This design comes from an exercise in tuning for small area, a short achievable clock period and few clock cycles per item on the open sky130 flow, not from production work.

## xenon
// modulo_sec
module modulo_sec#(
  parameter SIZE = 16,
  parameter CALCULATION_OUT = 1'b0 )(
  input clk,
  input rst,
  input [(SIZE-1):0] divident,
  input [(SIZE-1):0] divisor,
  input start,
  output done,
  output [(SIZE-1):0] remainder);
  localparam CW = $clog2(SIZE);
  function [CW-1:0] lzc;
    input [SIZE-1:0] v;
    integer i;
    begin
      lzc = SIZE-1;
      for (i = 0; i < SIZE; i = i + 1)
        if (v[i]) lzc = SIZE-1-i;
    end
  endfunction
  reg busy, align;
  reg [SIZE-1:0] rem_reg, div_reg;
  reg [CW-1:0] cnt;
  assign done = ~busy;
  assign remainder = rem_reg;
  wire [CW-1:0] lz_a = lzc(divident);
  wire [CW-1:0] lz_b = lzc(divisor);
  wire [CW:0] shift = {1'b0, lz_b} - {1'b0, lz_a};
  wire [SIZE:0] diff = {1'b0, rem_reg} - {1'b0, div_reg};
  always @(posedge clk) begin
    if (~busy) begin
      if (start)
        rem_reg <= divident;
      div_reg <= divisor;
      cnt <= shift[CW-1:0];
      align <= |shift[CW-1:0];
    end else if (align) begin
      div_reg <= div_reg << cnt;
      align <= 1'b0;
    end else begin
      if (~diff[SIZE])
        rem_reg <= diff[SIZE-1:0];
      div_reg <= div_reg >> 1;
      cnt <= cnt - 1'b1;
    end
  end
  always @(posedge clk or posedge rst) begin
    if (rst)
      busy <= 1'b0;
    else if (~busy)
      busy <= start & ~shift[CW];
    else if (~align)
      busy <= |cnt;
  end
endmodule
Size in the first run: roughly 38 flip-flops, ~52 I/O pins.
Settings: LEC_CHECK=0, ABC_CLOCK_PERIOD_IN_PS=2800, CAP_MARGIN=20, CORE_MARGIN=2, CORE_UTILIZATION=40, SLEW_MARGIN=20; clock period 4.0 ns.
run.sh (not shown) runs the stock make flow with config.mk's settings and CLKGATE_MAP_FILE= SYNTH_SCRIPT=/design/flow/synth_recipe.tcl, a recipe that flattens the netlist after the stock synthesis.
xenon: flow completed, timing, DRC and antenna clean
Setup changes, xenon to garnet
==> flow/flow/run.sh (new file) <==
#!/bin/bash
# The standard layout, with plain buf_1 cells (not delay cells) as the port buffers.
set -euo pipefail
bash standard.sh BUFFER_PORTS_ARGS="-buffer_cell sky130_fd_sc_hd__buf_1" finish > standard.log 2>&1
==> flow/standard.sh (new file) <==
#!/bin/bash
# synth_recipe.tcl (not shown) runs the flow's synth.tcl, then flattens the netlist and writes it again
# the make line also repeats each setting of config.mk as NAME=value (left out here)
make -C /OpenROAD-flow-scripts/flow DESIGN_CONFIG=/design/flow/config.mk WORK_HOME=/design/flow/orfs CLKGATE_MAP_FILE= SYNTH_SCRIPT=/design/flow/synth_recipe.tcl "${@:-finish}"
diff --git a/flow/config.mk b/flow/config.mk
--- a/flow/config.mk
+++ b/flow/config.mk
@@ -7,3 +7,2 @@
 export LEC_CHECK = 0
-export ABC_CLOCK_PERIOD_IN_PS = 2800
 export CAP_MARGIN = 20
@@ -11,2 +10,3 @@
 export CORE_UTILIZATION = 40
+export SETUP_SLACK_MARGIN = 0.5
 export SLEW_MARGIN = 20
removed: flow/run.sh
Results
All of xenon and garnet finish clean.
Compared with xenon, garnet supports a higher clock frequency.
Relative to xenon, design area has decreased by about 7% in garnet.
Sort xenon and garnet by critical path depth desc -> top: xenon
Any difference in clock latency reported for the late side of the worst-skew pair between xenon and garnet is small enough to ignore.
Going from xenon to garnet, final critical delay including setup and external delays fell by 0.14 ns; met3 wirelength from detailed routing rose by 4.0%.
Input changes introduced in sierra (baseline for comparison: garnet):
diff --git a/flow/config.mk b/flow/config.mk
--- a/flow/config.mk
+++ b/flow/config.mk
@@ -10,3 +10,2 @@
 export CORE_UTILIZATION = 40
-export SETUP_SLACK_MARGIN = 0.5
 export SLEW_MARGIN = 20
==> comparison <==
- Residual DRC count came out exactly the same in garnet and sierra.
- [compare] base=garnet new=sierra: height of the die did not really move; area growth from synthesis to layout did not really move; routed metal-1 wire length did not really move; number of buffer and inverter instances along the worst setup path did not really move; cell area did not really move.
- Compared sierra against garnet; critical path depth within noise.
Relative to sierra, the following input files were edited for onyx:
==> flow/run.sh (new file) <==
#!/bin/bash
# synth_recipe.tcl (not shown) runs the flow's synth.tcl, then flattens the netlist and writes it again
# the make line also repeats each setting of config.mk as NAME=value (left out here)
make -C /OpenROAD-flow-scripts/flow DESIGN_CONFIG=/design/flow/config.mk WORK_HOME=/design/flow/orfs CLKGATE_MAP_FILE= SYNTH_SCRIPT=/design/flow/synth_recipe.tcl finish
diff --git a/flow/config.mk b/flow/config.mk
--- a/flow/config.mk
+++ b/flow/config.mk
@@ -7,2 +7,3 @@
 export LEC_CHECK = 0
+export ABC_CLOCK_PERIOD_IN_PS = 2000
 export CAP_MARGIN = 20
removed: flow/flow/run.sh
removed: flow/standard.sh
### Flow results
onyx vs. sierra: global-route wire length before repair rose by 4.1%, global placer's final weighted congestion fell by about 3.7%. Worst setup slack for onyx: 0.14 ns down relative to sierra. Worst-case setup slack after placement: onyx < sierra. Worst hold-check slack on onyx is ahead of sierra. Summary of the comparison: final standard cell utilization of the core is higher in onyx, relative to sierra.
Relative to onyx, the following input files were edited for delta:
diff --git a/flow/config.mk b/flow/config.mk
--- a/flow/config.mk
+++ b/flow/config.mk
@@ -7,3 +7,2 @@
 export LEC_CHECK = 0
-export ABC_CLOCK_PERIOD_IN_PS = 2000
 export CAP_MARGIN = 20
==> comparison <==
Going from onyx to delta, sequential share of cell area saw little to no change, global router's overall resource usage was more or less identical, core occupancy in the finished layout was more or less identical, number of synthesized flops with an enable pin did not really move.
Reported for onyx and delta, portion of the clock cycle consumed by the worst path in the final layout turned out identical to the last digit.
delta -> onyx: die width delta 0, exact match
Final weighted congestion in routability-driven placement across onyx and delta: no real change.
The inputs of violet differ from those of delta as listed below.
==> flow/flow/run.sh (new file) <==
#!/bin/bash
# The standard layout, with plain buf_1 cells (not delay cells) as the port buffers.
set -euo pipefail
bash standard.sh BUFFER_PORTS_ARGS="-buffer_cell sky130_fd_sc_hd__buf_1" finish > standard.log 2>&1
==> flow/standard.sh (new file) <==
#!/bin/bash
# synth_recipe.tcl (not shown) runs the flow's synth.tcl, then flattens the netlist and writes it again
# the make line also repeats each setting of config.mk as NAME=value (left out here)
make -C /OpenROAD-flow-scripts/flow DESIGN_CONFIG=/design/flow/config.mk WORK_HOME=/design/flow/orfs CLKGATE_MAP_FILE= SYNTH_SCRIPT=/design/flow/synth_recipe.tcl "${@:-finish}"
diff --git a/flow/config.mk b/flow/config.mk
--- a/flow/config.mk
+++ b/flow/config.mk
@@ -10,2 +10,3 @@
 export CORE_UTILIZATION = 40
+export SETUP_SLACK_MARGIN = 1.5
 export SLEW_MARGIN = 20
removed: flow/run.sh
## What came out
- No stage failed in violet, and the final checks on the layout all came back clean.
- From delta to violet the numbers moved as follows: combined global-route utilization of all metal layers ~0 delta.
- Compare delta and violet | share of the clock period used by the worst path after layout lower: violet
- delta has lower total wire length than violet.
- The final core utilization reported for violet is smaller than that of delta by 0.46 points.
No functional check of the RTL was part of any run of this note.

* * *

modulo_sec, a different RTL version from the one above (not shown whole).
For scale: about 38 flip-flops, ~52 I/O pins.
export LEC_CHECK = 0
export ABC_AREA = 1
export CAP_MARGIN = 20
export CORE_MARGIN = 2
export CORE_UTILIZATION = 40
export SLEW_MARGIN = 20
create_clock -name core_clock -period 4.0 [get_ports {clk}]
standard.sh (not shown) runs the stock make flow with config.mk's settings and CLKGATE_MAP_FILE= SYNTH_SCRIPT=/design/flow/synth_recipe.tcl, a recipe that flattens the netlist after the stock synthesis.
==> flow/flow/run.sh <==
#!/bin/bash
# The standard layout, with plain buf_1 cells (not delay cells) as the port buffers.
set -euo pipefail
bash standard.sh BUFFER_PORTS_ARGS="-buffer_cell sky130_fd_sc_hd__buf_1" finish > standard.log 2>&1
The first run went through all stages and came out clean.
Rerun with:
- SETUP_SLACK_MARGIN: default -> 1.5
=>
- The new run completed with no timing, DRC or antenna violations
- clock-buffer cell count decreases by 1
- worst setup slack improves by 0.27 ns
- clock skew hardly moves
- via count increases by about 2.4%
- sequential share of layout area decreases by 1.2 points
- wire length increases by 2.3%
- non-clock buffer count increases by 7
- core utilization increases by 2.2 points
- global-route usage increases by 0.14 points
Function was not checked in any run of this note: the RTL went through the layout flow alone.

* * *

lane 5:
modulo_sec, a different RTL version from the one above (not shown whole).
Size: ~440 cells after synthesis, about 37 flip-flops, about 3000 um^2 of cells after synthesis.
==> flow/design.v (excerpt) <==
module modulo_sec#(
  parameter SIZE = 16,
  parameter CALCULATION_OUT = 1'b0 )(
  input clk,
  input rst,
  input [(SIZE-1):0] divident,
  input [(SIZE-1):0] divisor,
  input start,
  output done,
  output [(SIZE-1):0] remainder);
Settings: LEC_CHECK=0, ABC_AREA=1, CAP_MARGIN=20, CORE_MARGIN=2, CORE_UTILIZATION=40, SETUP_SLACK_MARGIN=1.5, SLEW_MARGIN=20; clock period 4.0 ns.
Scripts as last shown in full above: flow/flow/run.sh
diff inputs: lane 5 => lane 2
Settings: ABC_AREA no longer set, was 1.
### Flow results
Per the comparison of lane 2 with lane 5, core area rose by about 0.53%; core utilization rose by 0.20 points; final non-filler cell area rose by about 0.9%.
There was hardly any difference in arithmetic-cell share of the synthesized area counting full adders, half adders and majority gates between lane 2 and lane 5.
Diff lane 2 and lane 5: cell count higher in lane 5
Diff lane 2..lane 5 | clock input transition at the sequential cells of the worst setup and hold paths | negligible
sky130_fd_sc_hd__nand2_1 as the most common cell after layout, fill and taps aside was reported by lane 5, and sky130_fd_sc_hd__buf_1 by lane 2.
Re final worst-path setup slack: lane 2 is 0.80 ns down on lane 5.
As of lane 2, area of the die had risen slightly compared to lane 5.
Going from lane 5 to lane 2, routed via count divided by cell count grew by a few percent.
No run of this note included a check of the RTL's function; only the layout flow was run.

* * *

modulo_sec, a different RTL version from the one above (not shown whole).
For scale: ~510 cells after synthesis, about 37 flip-flops, roughly 52 I/O pins.
==> flow/config.mk <==
export PLATFORM = sky130hd
export DESIGN_NAME = modulo_sec
export DESIGN_NICKNAME = modulo_sec
export VERILOG_FILES = /design/flow/design.v
export SDC_FILE = /design/flow/constraint.sdc
export NUM_CORES = 4
export LEC_CHECK = 0
export ABC_AREA = 1
export CAP_MARGIN = 20
export CORE_MARGIN = 2
export CORE_UTILIZATION = 40
export SETUP_SLACK_MARGIN = 1.5
export SLEW_MARGIN = 20
export TNS_END_PERCENT = 0
==> flow/constraint.sdc <==
create_clock -name core_clock -period 4.0 [get_ports {clk}]
set_input_delay 0.8000 -clock core_clock [delete_from_list [all_inputs] [get_ports {clk}]]
set_output_delay 0.8000 -clock core_clock [all_outputs]
set_load 0.01 [all_outputs]
Scripts as last shown in full above: flow/flow/run.sh
The first run went through all stages and came out clean.
Next try:
TNS_END_PERCENT = default   (was 0)
Effect: Die area does not change; sequential share of layout area is lower by 2.3 points; hold slack improved by 0.0038 ns; via count is higher by 6.8%; worst setup slack improved by 0.069 ns; design area is higher by 12%; wire length is higher by 10%; cell count is higher by 4.6%; flip-flop and latch count stays the same.
Next try:
SETUP_SLACK_MARGIN = default   (was 1.5)
=> Global-route usage drops by 2.5 points. Via count drops by 8.7%. Non-clock buffer count drops by 44. Clock-buffer cell count drops by 1. Final cell count drops by 6.6%. Synthesized area is unchanged. Core utilization drops by 11 points.
No run of this note included a check of the RTL's function; only the layout flow was run.

* * *

modulo_sec, a different RTL version from the one above (not shown whole).
Size: roughly 52 I/O pins, ~3100 µm² of cells after synthesis.
// modulo_sec
module modulo_sec#(
  parameter SIZE = 16,
  parameter CALCULATION_OUT = 1'b0 )(
  input clk,
  input rst,
  input [(SIZE-1):0] divident,
  input [(SIZE-1):0] divisor,
  input start,
  output done,
  output [(SIZE-1):0] remainder);
clock: 4.0 ns
lec_check: 0
cap_margin: 20
core_margin: 2
core_utilization: 40
setup_slack_margin: 1.0
slew_margin: 20
run.sh (not shown) runs the stock make flow with config.mk's settings and CLKGATE_MAP_FILE= SYNTH_SCRIPT=/design/flow/synth_recipe.tcl, a recipe that flattens the netlist after the stock synthesis.
Stock flow here: none of the scripts above is used.
The starting point passed the timing, design-rule and antenna checks.
Then changed:
Settings changed: SETUP_SLACK_MARGIN 1.0 to unset.
After rerunning:
- non-clock buffer count is lower by 35
- worst setup slack is worse by 0.58 ns
- final cell count is lower by a few percent
- count of clock-buffer cells in the layout is lower by 1
- synthesized cell count does not change
- sequential cell count stays the same
- hold slack is better by 0.020 ns
- global-route usage is lower by 2.6 points
- core utilization is lower by 9.7 points
No functional check of the RTL was part of any run of this note.

* * *

## before
The RTL this note starts from:
==> flow/design.v <==
module modulo_sec#(
  parameter SIZE = 16,
  parameter CALCULATION_OUT = 1'b0 )(
  input clk,
  input rst,
  input [(SIZE-1):0] divident,
  input [(SIZE-1):0] divisor,
  input start,
  output done,
  output [(SIZE-1):0] remainder);
  localparam CW = 4;   
  function [3:0] lzc;
    input [15:0] v;
    reg [3:0] z;
    reg [1:0] lz0, lz1, lz2, lz3, hi;
    begin
      z[3] = ~|v[15:12]; z[2] = ~|v[11:8]; z[1] = ~|v[7:4]; z[0] = ~|v[3:0];
      lz3 = {~v[15] & ~v[14], ~v[15] & (v[14] | ~v[13])};
      lz2 = {~v[11] & ~v[10], ~v[11] & (v[10] | ~v[9])};
      lz1 = {~v[7] & ~v[6], ~v[7] & (v[6] | ~v[5])};
      lz0 = {~v[3] & ~v[2], ~v[3] & (v[2] | ~v[1])};
      hi = {z[3] & z[2], z[3] & (~z[2] | z[1])};
      case (hi)
        2'd0: lzc = {hi, lz3};
        2'd1: lzc = {hi, lz2};
        2'd2: lzc = {hi, lz1};
        default: lzc = {hi, lz0};
      endcase
    end
  endfunction
  function [SIZE:0] sub_bk;
    input [SIZE-1:0] x, y;
    reg [SIZE-1:0] g, p, gn, pn;
    integer i, j, l;
    begin
      for (i = 0; i < SIZE; i = i + 1) begin
        g[i] = ~x[i] & y[i];
        p[i] = ~(x[i] ^ y[i]);
      end
      for (l = 0; (1 << l) < SIZE; l = l + 1) begin
        gn = g; pn = p;
        for (i = 0; i < SIZE; i = i + 1)
          if (((i + 1) % (2 << l)) == 0) begin
            j = i - (1 << l);
            gn[i] = g[i] | (p[i] & g[j]);
            pn[i] = p[i] & p[j];
          end
        g = gn; p = pn;
      end
      for (l = CW - 2; l >= 0; l = l - 1) begin
        gn = g; pn = p;
        for (i = 0; i < SIZE; i = i + 1)
          if (((i + 1) % (2 << l)) == (1 << l) && i > (1 << l)) begin
            j = i - (1 << l);
            gn[i] = g[i] | (p[i] & g[j]);
            pn[i] = p[i] & p[j];
          end
        g = gn; p = pn;
      end
      sub_bk[SIZE] = g[SIZE-1];
      sub_bk[0] = x[0] ^ y[0];
      for (i = 1; i < SIZE; i = i + 1)
        sub_bk[i] = g[i-1] ? (x[i] ~^ y[i]) : (x[i] ^ y[i]);
    end
  endfunction
  function [CW:0] sub_sel;
    input [CW-1:0] x, y;
    reg [CW-1:0] g, p;
    reg [CW:0] bw;
    integer k, l, m;
    reg term;
    begin
      for (k = 0; k < CW; k = k + 1) begin
        g[k] = ~x[k] & y[k];
        p[k] = ~(x[k] ^ y[k]);
      end
      for (k = 0; k <= CW; k = k + 1) begin
        bw[k] = 1'b0;
        for (m = 0; m < k; m = m + 1) begin
          term = g[m];
          for (l = m + 1; l < k; l = l + 1)
            term = term & p[l];
          bw[k] = bw[k] | term;
        end
      end
      for (k = 0; k < CW; k = k + 1)
        sub_sel[k] = bw[k] ? ~(x[k] ^ y[k]) : (x[k] ^ y[k]);
      sub_sel[CW] = bw[CW];
    end
  endfunction
  reg idle, align;
  reg [SIZE-1:0] rem_reg, div_reg;
  reg [CW-1:0] cnt;
  assign done = idle;
  assign remainder = rem_reg;
  wire [CW-1:0] lz_a = lzc(divident);
  wire [CW-1:0] lz_b = lzc(divisor);
  wire [CW:0] shift = sub_sel(lz_b, lz_a);
  wire [SIZE:0] diff = sub_bk(rem_reg, div_reg);
  always @(posedge clk) begin
    if (idle) begin
      if (start)
        rem_reg <= divident;
      div_reg <= divisor;
      cnt <= shift[CW-1:0];
      align <= |shift[CW-1:0];
    end else if (align) begin
      div_reg <= div_reg << cnt;
      align <= 1'b0;
    end else begin
      if (~diff[SIZE])
        rem_reg <= diff[SIZE-1:0];
      div_reg <= div_reg >> 1;
      cnt <= cnt - 1'b1;
    end
  end
  always @(posedge clk or posedge rst) begin
    if (rst)
      idle <= 1'b1;
    else if (idle)
      idle <= ~start | shift[CW];
    else if (~align)
      idle <= ~|cnt;
  end
endmodule
export LEC_CHECK = 0
export ABC_AREA = 1
export CAP_MARGIN = 20
export CORE_MARGIN = 2
export CORE_UTILIZATION = 40
export SETUP_SLACK_MARGIN = 1.65
export SLEW_MARGIN = 20
create_clock -name core_clock -period 4.0 [get_ports {clk}]
standard.sh (not shown) runs the stock make flow with config.mk's settings and CLKGATE_MAP_FILE= SYNTH_SCRIPT=/design/flow/synth_recipe.tcl, a recipe that flattens the netlist after the stock synthesis.
==> flow/flow/run.sh <==
#!/bin/bash
# The standard layout, with plain buf_1 cells (not delay cells) as the port
# buffers and no dummy loads in the clock tree.
set -euo pipefail
bash standard.sh BUFFER_PORTS_ARGS="-buffer_cell sky130_fd_sc_hd__buf_1" \
  CTS_ARGS="-sink_clustering_enable -repair_clock_nets -dont_use_dummy_load" \
  finish > standard.log 2>&1
#### Input delta (after over before)
# before
export LEC_CHECK = 0
export ABC_AREA = 1
export CAP_MARGIN = 20
export CORE_MARGIN = 2
export CORE_UTILIZATION = 40
export SETUP_SLACK_MARGIN = 1.65
export SLEW_MARGIN = 20
create_clock -name core_clock -period 4.0 [get_ports {clk}]
# after
export LEC_CHECK = 0
export ABC_AREA = 1
export CAP_MARGIN = 20
export CORE_MARGIN = 2
export CORE_UTILIZATION = 40
export SETUP_SLACK_MARGIN = 1.5
export SLEW_MARGIN = 20
create_clock -name core_clock -period 4.0 [get_ports {clk}]
before has a lower final critical-path share of the clock period than after.
Any difference in data required time at the worst endpoint between before and after is small enough to ignore.
Summary of after over before: maximum number of pins on one net before global-route repair grew by 2, non-clock buffer instance count of the final layout shrank by 3, design area shrank by about 6%.
Function was not checked in any run of this note: the RTL went through the layout flow alone.

## re-timing with driven ports
In the flow no input, the clock included, has a driving cell. The finished layouts below were timed again as built, in two steps.
Step 1 assumes that a clkbuf_16 drives the clock port and a buf_2 every other input.
Step 2 moves the port delays by t, midway between the first and last clock arrival at a register: inputs arrive t later, outputs are due t later. That takes back most of the time a late clock gives input paths.
Slacks: ideal / step 1 / step 2; pairs: ideal / step 1.
run | t (ns) | slack for setup (ns) | worst data-port slew with drivers (ns)
xenon | 0.330 | 0.940 / 0.947 / 0.617 | 0.04
garnet | 0.334 | 1.084 / 1.084 / 0.954 | 0.04
sierra | 0.334 | 1.084 / 1.084 / 0.954 | 0.04
onyx | 0.330 | 0.940 / 0.947 / 0.617 | 0.04
delta | 0.330 | 0.940 / 0.947 / 0.617 | 0.04
violet | 0.322 | 1.405 / 1.397 / 1.076 | 0.05
the first run of note 2 | 0.328 | 1.266 / 1.277 / 0.949 | 0.03
the second run of note 2 | 0.325 | 1.533 / 1.524 / 1.277 | 0.04
lane 5 | 0.317 | 1.118 / 1.112 / 0.796 | 0.04
lane 2 | 0.317 | 0.314 / 0.304 / -0.013 | 0.05
the first run of note 4 | 0.316 | 1.025 / 1.013 / 0.698 | 0.05
the second run of note 4 | 0.316 | 1.094 / 1.087 / 0.772 | 0.05
the third run of note 4 | 0.317 | 0.836 / 0.849 / 0.532 | 0.03
the first run of note 5 | 0.327 | 0.998 / 0.998 / 0.762 | 0.04
the second run of note 5 | 0.325 | 0.423 / 0.423 / 0.423 | 0.04
before | 0.327 | 1.350 / 1.357 / 1.030 | 0.05
after | 0.326 | 1.328 / 1.315 / 0.989 | 0.06
With both steps, setup timing fails in lane 2, where it was met with ideal ports. For after, which loses most, drivers alone change the setup slack by -0.013 ns; drivers and shift together by -0.339 ns.
